This design comes from an exercise in tuning for small area on the open sky130 flow, not from production work. Function was checked by simulation only, so behaviour that the tests miss may differ from the original. Power and IR drop assume default switching activity.

Setup of before:
## OLED_interface
module OLED_interface (input i_CLK,
                       input i_RST,
                       input [1:0] i_MODE,
                       input i_START,
                       input [7:0] i_TEXT_COLOR,
                       input [7:0] i_BACKGROUND_COLOR,
                       input [767:0] i_ASCII,
                       output reg o_READY,
                       output o_CS,
                       output o_MOSI,
                       output o_SCK,
                       output o_DC,
                       output reg o_RES,
                       output reg o_VCCEN,
                       output reg o_PMODEN,
                       output o_MOSI_FINAL_BIT,
                       output o_MOSI_FINAL_BYTE);
Size in the first run: roughly 2500 cells after synthesis.
clock: 10.0 ns
lec_check: 0
abc_area: 1
cap_margin: 20
core_area: 2 2 278 278
die_area: 0 0 280 280
slew_margin: 20
synth_memory_max_bits: 20000
standard.sh (not shown) runs the stock make flow with config.mk's settings and CLKGATE_MAP_FILE= SYNTH_SCRIPT=/design/flow/synth_recipe.tcl, a recipe that flattens the netlist after the stock synthesis.
==> flow/flow/run.sh <==
#!/bin/bash
# Own layout flow, built on the standard flow (standard.sh):
#  1. the standard synthesis, unchanged (bash standard.sh synth);
#  2. the combinational logic of that netlist is mapped again with ABC's
#     area-oriented mapper and a local rewrite of the ring's folded bits
#     (flow/reopt.sh, flow/fold.py); every register instance is kept as it is
#     (same name, same cell), only the gates between them change;
#  3. the rest of the standard flow (floorplan, power grid, tap cells,
#     placement, CTS, routing) on that netlist, with two changes to how the
#     layout is made:
#     - the port buffers that global placement inserts are
#       sky130_fd_sc_hd__buf_1 (every input and output port still gets its
#       own buffer);
#     - clock tree synthesis builds the tree from clkbuf_4 cells, with at most
#       10 registers per leaf buffer within 45 um, and adds no dummy loads.
# Each tool's full output goes to a log file in this folder (and ORFS's own
# step logs under orfs/logs).
set -euo pipefail
export BUFFER_PORTS_ARGS="-buffer_cell sky130_fd_sc_hd__buf_1"
export CTS_ARGS="-sink_clustering_enable -repair_clock_nets -dont_use_dummy_load -buf_list sky130_fd_sc_hd__clkbuf_4 -sink_clustering_size 10 -sink_clustering_max_diameter 45"
bash standard.sh synth > standard_synth.log 2>&1
bash flow/reopt.sh > reopt.log 2>&1
bash standard.sh finish > standard_flow.log 2>&1
==> flow/flow/reopt.sh <==
#!/bin/bash
# Maps the combinational logic of the standard synthesis netlist again with
# ABC's area mapper (amap). Registers are kept as black boxes, so their
# instances, names and cells do not change. flow/fold.py then rewrites the
# gates of the ring's folded bits 5 and 6 (same function, fewer cells).
set -euo pipefail
PLATFORM=${FLOW_PLATFORM:-sky130hd}
R=orfs/results/$PLATFORM/OLED_interface/base
LIB=$FLOW_HOME/platforms/$PLATFORM/lib/sky130_fd_sc_hd__tt_025C_1v80.lib
YOSYS=$FLOW_HOME/../tools/install/yosys/bin/yosys
[[ -x $YOSYS ]] || YOSYS=yosys
cp $R/1_2_yosys.v $R/1_2_yosys.standard.v
echo "strash; dch -f; amap; topo" > reopt.abc
cat > reopt.ys <<EOY
read_liberty -ignore_miss_func $LIB
blackbox $(cat flow/seq_cells.txt)
read_verilog $R/1_2_yosys.standard.v
hierarchy -top ${FLOW_TOP:-OLED_interface}
flatten
delete t:\$scopeinfo
opt_clean
abc -liberty $LIB -dont_use sky130_fd_sc_hd__probe_p_8 -dont_use sky130_fd_sc_hd__probec_p_8 -dont_use sky130_fd_sc_hd__lpflow_* -dont_use sky130_fd_sc_hd__fill_* -script reopt.abc
opt_clean -purge
rename -hide w:*.*
stat -liberty $LIB
write_verilog -noattr -noexpr reopt_netlist.v
EOY
$YOSYS -s reopt.ys
# local rewrite of the ring's folded bits (see flow/fold.py)
python3 flow/fold.py reopt_netlist.v reopt_fold.v || cp reopt_netlist.v reopt_fold.v
cp reopt_fold.v $R/1_2_yosys.v
rm -f $R/1_synth.odb $R/1_synth.sdc
Other scripts of this flow, unchanged in this note and not shown: flow/flow/fold.py, flow/flow/seq_cells.txt
before reached the end of the flow, and the finished layout is clean on the timing, design-rule and antenna checks.
> inputs changed (before -> after)
--- a/flow/flow/run.sh
+++ b/flow/flow/run.sh
@@ -4,2 +4,3 @@
-#  2. the combinational logic of that netlist is mapped again with ABC's
-#     area-oriented mapper and a local rewrite of the ring's folded bits
+#  2. the combinational logic of that netlist is optimised again with ABC
+#     (&deepsyn, then the area-oriented mapper amap) and a local rewrite of
+#     the ring's folded bits
@@ -15 +16 @@
-#       10 registers per leaf buffer within 45 um, and adds no dummy loads.
+#       10 registers per leaf buffer within 35 um, and adds no dummy loads.
@@ -20 +21 @@
-export CTS_ARGS="-sink_clustering_enable -repair_clock_nets -dont_use_dummy_load -buf_list sky130_fd_sc_hd__clkbuf_4 -sink_clustering_size 10 -sink_clustering_max_diameter 45"
+export CTS_ARGS="-sink_clustering_enable -repair_clock_nets -dont_use_dummy_load -buf_list sky130_fd_sc_hd__clkbuf_4 -sink_clustering_size 10 -sink_clustering_max_diameter 35"
--- a/flow/flow/reopt.sh
+++ b/flow/flow/reopt.sh
@@ -2,2 +2,2 @@
-# Maps the combinational logic of the standard synthesis netlist again with
-# ABC's area mapper (amap). Registers are kept as black boxes, so their
+# Optimises the combinational logic of the standard synthesis netlist again
+# with ABC (&deepsyn for 8 minutes, then choices and the area mapper amap). Registers are kept as black boxes, so their
@@ -13 +13 @@
-echo "strash; dch -f; amap; topo" > reopt.abc
+echo "strash; &get -n; &deepsyn -T 480; &put; dch -f; amap; topo" > reopt.abc
[summary]
- Summary of after over before: smallest setup slack after layout -0.049 ns; total chip power +9.1%; total stage count of the critical path -1.
- Looking at wire length, after sits about 1.8% below before.

## re-timing with driven ports
The flow's constraints put no driver on any port. The routed layouts listed below were extracted and timed again, unchanged, in two steps.
Step 1 assumes that a clkbuf_16 drives the clock port and a buf_2 every other input.
Step 2, shift: input delay + t, output delay - t, t = (earliest + latest rising clock arrival at the registers) / 2. This alone moves slack from input paths to output paths.
Slacks: ideal ports / drivers / drivers and shift; pairs: ideal ports / drivers.
| run | t, ns | setup slack, ns | clock arrival spread, ns | worst register clock-pin slew, ns | pins driven straight from the clock port |
|---|---|---|---|---|---|
| before | 0.907 | 4.427 / 4.427 / 4.427 | 0.189 / 0.188 | 0.11 / 0.11 | 1 |
| after | 0.922 | 4.378 / 4.378 / 4.378 | 0.217 / 0.216 | 0.11 / 0.11 | 1 |
After both steps setup and hold are still met in every run listed.
